This design comes from an exercise in tuning for a short achievable clock period and few clock cycles per item on the open sky130 flow, not from production work.
RTL that was checked went through simulation tests only; none was proved equivalent to the original.
Power is estimated from default activity; no workload was simulated.

==> inputs of run a <==
==> flow/design.v <==
module CPU (clk, reset, in, out, N, V, Z, w, mem_cmd, mem_addr, reg_out);
	input clk, reset;
	input [15:0] in;
	output logic [15:0] out;
	output logic N, V, Z, w;
	output logic [1:0] mem_cmd;
	output logic [8:0] mem_addr;
	output logic [127:0] reg_out;
	logic [15:0] R [0:7];
	logic halted;
	logic [8:0] MA;         
	logic       MST;        
	logic       FT;         
	logic       W;
	logic [8:0] fa;         
	logic [8:0] ia;         
	logic       inv;        
	logic [15:0] IR;
	logic        IRv;
	logic [15:0] A;         
	logic [15:0] B;         
	logic [15:0] SD;        
	logic [8:0]  TGT;       
	logic [7:0]  PP;        
	logic        TK;        
	logic E_LDR, E_STR, E_REDIR, E_CMP, E_HALT, E_WE, E_WSLOW;
	logic [2:0] E_WA;
	logic [8:0] E_FV;       
	logic       ldwb;       
	logic       STL;        
	logic [2:0] ld_rd;
	assign mem_addr = MA;
	assign mem_cmd  = MST ? 2'b10 : 2'b01;
	assign out      = SD;
	assign w        = W;
	genvar gi;
	generate
		for (gi = 0; gi < 8; gi = gi + 1) begin : g_ro
			assign reg_out[gi*16 +: 16] = R[gi];
		end
	endgenerate
	function automatic [15:0] shf(input [15:0] x, input [1:0] s);
		case (s)
			2'b00: shf = x;
			2'b01: shf = {x[14:0], 1'b0};
			2'b10: shf = {1'b0, x[15:1]};
			default: shf = {x[15], x[15:1]};
		endcase
	endfunction
	function automatic cond_true(input [2:0] c, input lt, input z);
		case (c)
			3'b000: cond_true = 1'b1;
			3'b001: cond_true = z;
			3'b010: cond_true = ~z;
			3'b011: cond_true = lt;
			3'b100: cond_true = lt | z;
			default: cond_true = 1'b0;
		endcase
	endfunction
	wire [2:0] e_opc = IR[15:13];
	wire [1:0] e_op  = IR[12:11];
	wire e_movi = (e_opc == 3'b110) & (e_op == 2'b10);
	wire e_movr = (e_opc == 3'b110) & (e_op != 2'b10);
	wire e_bl   = (e_opc == 3'b010) & e_op[0];
	wire [15:0] diff = A - B;
	logic [15:0] e_wd;
	always_comb begin
		if (e_movi)              e_wd = {{8{IR[7]}}, IR[7:0]};
		else if (e_bl)           e_wd = {8'b0, PP};
		else if (e_movr)         e_wd = B;
		else if (e_op == 2'b10)  e_wd = A & B;
		else if (e_op == 2'b11)  e_wd = ~B;
		else                     e_wd = A + B;
	end
	wire c_z  = (A == B);
	wire c_lt = ($signed(A) < $signed(B));
	wire f_z  = E_CMP ? c_z  : Z;
	wire f_lt = E_CMP ? c_lt : (N ^ V);
	wire halted_n = halted | E_HALT;
	wire squash   = E_STR | E_REDIR;
	wire hold     = ldwb | STL;
	wire [2:0] d_rn = in[10:8];
	wire [2:0] d_rd = in[7:5];
	wire [2:0] d_rm = in[2:0];
	wire [1:0] d_sh = in[4:3];
	function automatic [15:0] rd_fwd(input [2:0] a);
		rd_fwd = (E_WE && E_WA == a) ? e_wd : R[a];
	endfunction
	function automatic [8:0] rd_fast(input [2:0] a);
		rd_fast = (E_WE && E_WA == a) ? E_FV : R[a][8:0];
	endfunction
	wire [2:0] d_opc = in[15:13];
	wire [1:0] d_op  = in[12:11];
	wire d_ldr  = (d_opc == 3'b011);
	wire d_str  = (d_opc == 3'b100);
	wire d_mem  = d_ldr | d_str;
	wire d_bx   = (d_opc == 3'b010) & ~d_op[0];
	wire d_bl   = (d_opc == 3'b010) & d_op[0];
	wire d_halt = (d_opc == 3'b111);
	wire d_movi = (d_opc == 3'b110) & (d_op == 2'b10);
	wire d_movr = (d_opc == 3'b110) & (d_op != 2'b10);
	wire d_alu  = (d_opc == 3'b101);
	wire d_cmp  = d_alu & (d_op == 2'b01);
	wire d_tk   = ((d_opc == 3'b001) & cond_true(d_rn, f_lt, f_z)) | d_bl;
	wire [15:0] d_a  = rd_fwd(d_rn);
	wire [15:0] d_b  = shf(rd_fwd(d_rm), d_sh);
	wire [15:0] d_sd = shf(rd_fwd(d_rd), d_sh);
	wire [8:0]  d_saddr = rd_fast(d_rn) + {{4{in[4]}}, in[4:0]};
	wire [8:0]  d_bxt   = rd_fast(d_rd);
	wire [7:0]  d_pp  = ia[7:0] + 8'd1;
	wire [8:0]  d_tgt = {1'b0, d_pp} + {in[7], in[7:0]};
	wire d_dep = E_WSLOW & ((d_mem & (E_WA == d_rn)) | (d_bx & (E_WA == d_rd)));
	wire [2:0] h_rn = IR[10:8];
	wire [2:0] h_rd = IR[7:5];
	wire [2:0] h_rm = IR[2:0];
	wire p_a  = ldwb & (h_rn == ld_rd);
	wire p_b  = ldwb & (h_rm == ld_rd);
	wire p_sd = ldwb & (h_rd == ld_rd);
	wire [15:0] h_a  = p_a  ? in : A;
	wire [15:0] h_b  = p_b  ? shf(in, IR[4:3]) : B;
	wire [15:0] h_sd = p_sd ? shf(in, IR[4:3]) : SD;
	wire h_ldr  = (e_opc == 3'b011);
	wire h_str  = (e_opc == 3'b100);
	wire h_mem  = h_ldr | h_str;
	wire h_bx   = (e_opc == 3'b010) & ~e_op[0];
	wire h_halt = (e_opc == 3'b111);
	wire h_cmp  = (e_opc == 3'b101) & (e_op == 2'b01);
	wire h_wslow = e_movr | ((e_opc == 3'b101) & (e_op != 2'b01));
	wire h_we   = h_wslow | e_movi | e_bl;
	wire [2:0] h_wa = (e_movi | e_bl) ? h_rn : h_rd;
	wire [8:0] h_fv = e_bl ? {1'b0, PP} : {IR[7], IR[7:0]};
	wire [8:0] h_saddr = h_a[8:0] + {{4{IR[4]}}, IR[4:0]};
	logic        x_exec, x_ldr, x_str, x_mem, x_redir, x_halt, x_cmp, x_we, x_wslow, x_stl;
	logic [2:0]  x_wa;
	logic [8:0]  x_fv, x_maddr, x_raddr;
	always_comb begin
		if (hold) begin
			x_exec  = IRv & ~halted;
			x_stl   = 1'b0;
			x_ldr   = h_ldr;
			x_str   = h_str;
			x_mem   = h_mem;
			x_redir = TK | h_bx;
			x_halt  = h_halt;
			x_cmp   = h_cmp;
			x_we    = h_we;
			x_wslow = h_wslow;
			x_wa    = h_wa;
			x_fv    = h_fv;
			x_maddr = h_saddr;
			x_raddr = TK ? TGT : h_sd[8:0];
		end else begin
			x_exec  = inv & ~squash & ~E_LDR & ~halted_n & ~d_dep;
			x_stl   = inv & ~squash & ~E_LDR & ~halted_n & d_dep;
			x_ldr   = d_ldr;
			x_str   = d_str;
			x_mem   = d_mem;
			x_redir = d_tk | d_bx;
			x_halt  = d_halt;
			x_cmp   = d_cmp;
			x_wslow = d_movr | (d_alu & ~d_cmp);
			x_we    = x_wslow | d_movi | d_bl;
			x_wa    = (d_movi | d_bl) ? d_rn : d_rd;
			x_fv    = d_bl ? {1'b0, d_pp} : {in[7], in[7:0]};
			x_maddr = d_saddr;
			x_raddr = d_tk ? d_tgt : d_bxt;
		end
	end
	always_ff @(posedge clk) begin
		if (reset) begin
			MA      <= 9'd0;
			MST     <= 1'b0;
			FT      <= 1'b1;
			fa      <= 9'd1;
			inv     <= 1'b0;
			IRv     <= 1'b0;
			ldwb    <= 1'b0;
			STL     <= 1'b0;
			halted  <= 1'b0;
			W       <= 1'b0;
			E_LDR   <= 1'b0;
			E_STR   <= 1'b0;
			E_REDIR <= 1'b0;
			E_CMP   <= 1'b0;
			E_HALT  <= 1'b0;
			E_WE    <= 1'b0;
			E_WSLOW <= 1'b0;
		end else begin
			inv     <= FT;
			ia      <= MA;
			ldwb    <= E_LDR;
			STL     <= x_stl;
			halted  <= halted_n;
			W       <= halted_n | (x_exec & x_halt);
			MST     <= x_exec & x_str;
			E_LDR   <= x_exec & x_ldr;
			E_STR   <= x_exec & x_str;
			E_REDIR <= x_exec & x_redir;
			E_CMP   <= x_exec & x_cmp;
			E_HALT  <= x_exec & x_halt;
			E_WE    <= x_exec & x_we;
			E_WSLOW <= x_exec & x_wslow;
			if (!hold) IRv <= inv & ~squash;
			if (E_LDR) begin
				MA <= fa;            fa <= fa + 9'd1;  FT <= 1'b1;
			end else if (E_STR) begin
				MA <= inv ? ia : fa; fa <= inv ? fa : fa + 9'd1; FT <= 1'b1;
			end else if (E_REDIR) begin
				MA <= MA + 9'd1;     fa <= MA + 9'd2;  FT <= 1'b1;
			end else if (x_stl) begin
				MA <= MA;                              FT <= 1'b1;
			end else if (x_exec & x_mem) begin
				MA <= x_maddr;                         FT <= 1'b0;
			end else if (x_exec & x_redir) begin
				MA <= x_raddr;                         FT <= 1'b1;
			end else begin
				MA <= fa;            fa <= fa + 9'd1;  FT <= 1'b1;
			end
		end
	end
	always_ff @(posedge clk) begin
		if (E_WE) R[E_WA] <= e_wd;
		if (ldwb) R[ld_rd] <= in;
		if (E_CMP) begin
			N <= diff[15];
			V <= (A[15] ^ B[15]) & (diff[15] ^ A[15]);
			Z <= c_z;
		end
		E_WA <= x_wa;
		E_FV <= x_fv;
		if (E_LDR) ld_rd <= IR[7:5];
		if (hold) begin
			A <= h_a; B <= h_b; SD <= h_sd;
		end else begin
			IR <= in;
			A <= d_a; B <= d_b; SD <= d_sd;
			TGT <= d_tgt; PP <= d_pp; TK <= d_tk;
		end
	end
endmodule
==> flow/run.sh <==
#!/bin/bash
# synth_recipe.tcl (not shown) runs the flow's synth.tcl, then flattens the netlist and writes it again
# the make line also repeats each setting of config.mk as NAME=value (left out here)
make -C /OpenROAD-flow-scripts/flow DESIGN_CONFIG=/design/flow/config.mk WORK_HOME=/design/flow/orfs CLKGATE_MAP_FILE= SYNTH_SCRIPT=/design/flow/synth_recipe.tcl finish
==> flow/config.mk <==
export PLATFORM = sky130hd
export DESIGN_NAME = CPU
export DESIGN_NICKNAME = CPU
export VERILOG_FILES = /design/flow/design.v
export SDC_FILE = /design/flow/constraint.sdc
export NUM_CORES = 4
export LEC_CHECK = 0
export ABC_CLOCK_PERIOD_IN_PS = 2500
export CAP_MARGIN = 20
export CORE_MARGIN = 2
export CORE_UTILIZATION = 40
export SETUP_SLACK_MARGIN = 4.5
export SLEW_MARGIN = 20
export TNS_END_PERCENT = 100
==> flow/constraint.sdc <==
create_clock -name core_clock -period 7.0 [get_ports {clk}]
set_input_delay 1.4000 -clock core_clock [delete_from_list [all_inputs] [get_ports {clk}]]
set_output_delay 1.4000 -clock core_clock [all_outputs]
set_load 0.01 [all_outputs]
==> run b (differences from run a) <==
--- a/flow/design.v
+++ b/flow/design.v
@@ -64,4 +64,9 @@
 	wire e_bl   = (e_opc == 3'b010) & e_op[0];
 	wire [15:0] diff = A - B;
+	logic [15:0] sum;
+	ks_add #(16) u_sum (.a(A), .b(B), .cin(1'b0), .s(sum), .cout());
+	logic [15:0] dif2;
+	logic dif_c;
+	ks_add #(16) u_lt (.a(A), .b(~B), .cin(1'b1), .s(dif2), .cout(dif_c));
 	logic [15:0] e_wd;
 	always_comb begin
@@ -71,8 +76,8 @@
 		else if (e_op == 2'b10)  e_wd = A & B;
 		else if (e_op == 2'b11)  e_wd = ~B;
-		else                     e_wd = A + B;
+		else                     e_wd = sum;
 	end
 	wire c_z  = (A == B);
-	wire c_lt = ($signed(A) < $signed(B));
+	wire c_lt = dif2[15] ^ ((A[15] ^ B[15]) & (dif2[15] ^ A[15]));
 	wire f_z  = E_CMP ? c_z  : Z;
 	wire f_lt = E_CMP ? c_lt : (N ^ V);
@@ -106,8 +111,25 @@
 	wire [15:0] d_b  = shf(rd_fwd(d_rm), d_sh);
 	wire [15:0] d_sd = shf(rd_fwd(d_rd), d_sh);
-	wire [8:0]  d_saddr = rd_fast(d_rn) + {{4{in[4]}}, in[4:0]};
+	function automatic [8:0] add_im5(input [8:0] r, input [4:0] im);
+		logic [5:0] lo;
+		logic [3:0] hi;
+		lo = {1'b0, r[4:0]} + {1'b0, im};
+		if (lo[5] == im[4])  hi = r[8:5];
+		else if (lo[5])      hi = r[8:5] + 4'd1;
+		else                 hi = r[8:5] - 4'd1;
+		add_im5 = {hi, lo[4:0]};
+	endfunction
+	logic [8:0] d_sk [0:7];
+	generate
+		for (gi = 0; gi < 8; gi = gi + 1) begin : g_sk
+			assign d_sk[gi] = add_im5(R[gi][8:0], in[4:0]);
+		end
+	endgenerate
+	wire [8:0] d_sf = add_im5(E_FV, in[4:0]);
+	wire [8:0]  d_saddr = (E_WE && E_WA == d_rn) ? d_sf : d_sk[d_rn];
 	wire [8:0]  d_bxt   = rd_fast(d_rd);
 	wire [7:0]  d_pp  = ia[7:0] + 8'd1;
-	wire [8:0]  d_tgt = {1'b0, d_pp} + {in[7], in[7:0]};
+	logic [8:0] d_tgt;
+	ks_add #(9) u_tgt (.a({1'b0, d_pp}), .b({in[7], in[7:0]}), .cin(1'b0), .s(d_tgt), .cout());
 	wire d_dep = E_WSLOW & ((d_mem & (E_WA == d_rn)) | (d_bx & (E_WA == d_rd)));
 	wire [2:0] h_rn = IR[10:8];
@@ -202,20 +224,30 @@
 			E_WSLOW <= x_exec & x_wslow;
 			if (!hold) IRv <= inv & ~squash;
-			if (E_LDR) begin
-				MA <= fa;            fa <= fa + 9'd1;  FT <= 1'b1;
-			end else if (E_STR) begin
-				MA <= inv ? ia : fa; fa <= inv ? fa : fa + 9'd1; FT <= 1'b1;
-			end else if (E_REDIR) begin
-				MA <= MA + 9'd1;     fa <= MA + 9'd2;  FT <= 1'b1;
-			end else if (x_stl) begin
-				MA <= MA;                              FT <= 1'b1;
-			end else if (x_exec & x_mem) begin
-				MA <= x_maddr;                         FT <= 1'b0;
-			end else if (x_exec & x_redir) begin
-				MA <= x_raddr;                         FT <= 1'b1;
-			end else begin
-				MA <= fa;            fa <= fa + 9'd1;  FT <= 1'b1;
-			end
-		end
+			MA <= ma_n;
+			fa <= fa_n;
+			FT <= ~x_memop;
+		end
+	end
+	wire x_exec_h = hold & IRv & ~halted;
+	wire sel_d    = ~hold & inv & ~squash & ~E_LDR & ~halted_n & ~d_dep;
+	wire x_memop  = (sel_d & d_mem) | (x_exec_h & h_mem);
+	logic [8:0] ma_early, ma_n, fa_n;
+	always_comb begin
+		if (E_LDR)                        ma_early = fa;
+		else if (E_STR)                   ma_early = inv ? ia : fa;
+		else if (E_REDIR)                 ma_early = MA + 9'd1;
+		else if (x_exec_h & h_mem)        ma_early = h_saddr;
+		else if (x_exec_h & TK)           ma_early = TGT;
+		else if (x_exec_h & h_bx)         ma_early = h_sd[8:0];
+		else if (x_stl)                   ma_early = MA;
+		else                              ma_early = fa;
+		if (sel_d & d_mem)                ma_n = d_saddr;
+		else if (sel_d & d_tk)            ma_n = d_tgt;
+		else if (sel_d & d_bx)            ma_n = d_bxt;
+		else                              ma_n = ma_early;
+		if (E_REDIR)                      fa_n = MA + 9'd2;
+		else if ((E_STR & inv) | x_stl | (x_exec_h & (h_mem | TK | h_bx)) | (sel_d & (d_mem | d_tk | d_bx)))
+		                                  fa_n = fa;
+		else                              fa_n = fa + 9'd1;
 	end
 	always_ff @(posedge clk) begin
@@ -239,2 +271,42 @@
 	end
 endmodule
+module ks_add #(parameter W = 16) (
+	input  [W-1:0] a, b,
+	input          cin,
+	output [W-1:0] s,
+	output         cout
+);
+	localparam L = $clog2(W) + 1;
+	logic [W-1:0] g [0:L];
+	logic [W-1:0] p [0:L];
+	wire  [W-1:0] p0 = a ^ b;
+	genvar i, k;
+	generate
+		for (i = 0; i < W; i = i + 1) begin : g_init
+			if (i == 0) begin : g_c0
+				assign g[0][i] = (a[i] & b[i]) | (p0[i] & cin);
+			end else begin : g_cn
+				assign g[0][i] = a[i] & b[i];
+			end
+			assign p[0][i] = p0[i];
+		end
+		for (k = 0; k < L; k = k + 1) begin : g_lvl
+			for (i = 0; i < W; i = i + 1) begin : g_bit
+				if (i >= (1 << k)) begin : g_op
+					assign g[k+1][i] = g[k][i] | (p[k][i] & g[k][i - (1 << k)]);
+					assign p[k+1][i] = p[k][i] & p[k][i - (1 << k)];
+				end else begin : g_pass
+					assign g[k+1][i] = g[k][i];
+					assign p[k+1][i] = p[k][i];
+				end
+			end
+		end
+	endgenerate
+	assign s[0] = p0[0] ^ cin;
+	generate
+		for (i = 1; i < W; i = i + 1) begin : g_sum
+			assign s[i] = p0[i] ^ g[L][i-1];
+		end
+	endgenerate
+	assign cout = g[L][W-1];
+endmodule
==> impl_metrics.yaml <==
status:
  outcome: "no timing/DRC/antenna violations"
place:
  placed_area_um2: 26000
global_route:
  grt_pass1_vias: 23500
layout:
  n_all_inverters: 100
  layout_common_cells: "buf_4, nand2_1, edfxtp_1"
yosys:
  synthesis.nets: 2599
  yosysWarnings: 8
pwr:
  p_seq_share_pct: 31.4
critical_path:
  crit_start: "in[1]"
die:
  tapCellCount: 756
the above is filed under run b

==> impl_metrics.yaml <==
global_route:
  grt_pass1_vias: 20000
status:
  outcome: "no timing/DRC/antenna violations"
die:
  tapCellCount: 664
critical_path:
  crit_start: "in[8]"
layout:
  layout_common_cells: "buf_4, nand2_1, edfxtp_1"
  n_all_inverters: 60
place:
  placed_area_um2: 22500
yosys:
  synth_edf_count: 206
  yosysWarnings: 1
  synthesis.nets: 2211
  synth_most_common_cell: "nand2_1"
pwr:
  p_seq_share_pct: 34.2
the above is filed under run a

Testbench counts of run a, summed over its fixed seeds: cycles 9,405, instrs 6,884.
Only the layout flow was run in run b; the RTL was not checked for function there.

-- afterwards: timing with drivers on the ports --
In the flow no input, the clock included, has a driving cell. The finished layouts below were timed again as built, in two steps.
Step 1 sets driving cells, clkbuf_16 on the clock port and buf_2 on the other inputs (assumed; they add their load-dependent delay and slew).
Step 2 also shifts input and output timing later by t, the mid clock arrival at the registers, as if the neighbouring blocks saw the same clock.
Three values: no drivers, after step 1, after step 2; two values: the first two.
| run | t (ns) | setup slack, ns | latest minus earliest clock arrival (ns) | worst slew at a driven data input, ns | cell pins on the clock port's net |
|---|---|---|---|---|---|
| run a | 0.667 | 3.121 / 3.119 / 2.452 | 0.013 / 0.013 | 0.31 | 1 |
| run b | 0.629 | 3.013 / 2.960 / 2.331 | 0.036 / 0.036 | 0.29 | 1 |
After both steps every run listed still meets setup and hold. For run b, which loses most, drivers alone change the setup slack by -0.053 ns; drivers and shift together by -0.682 ns.
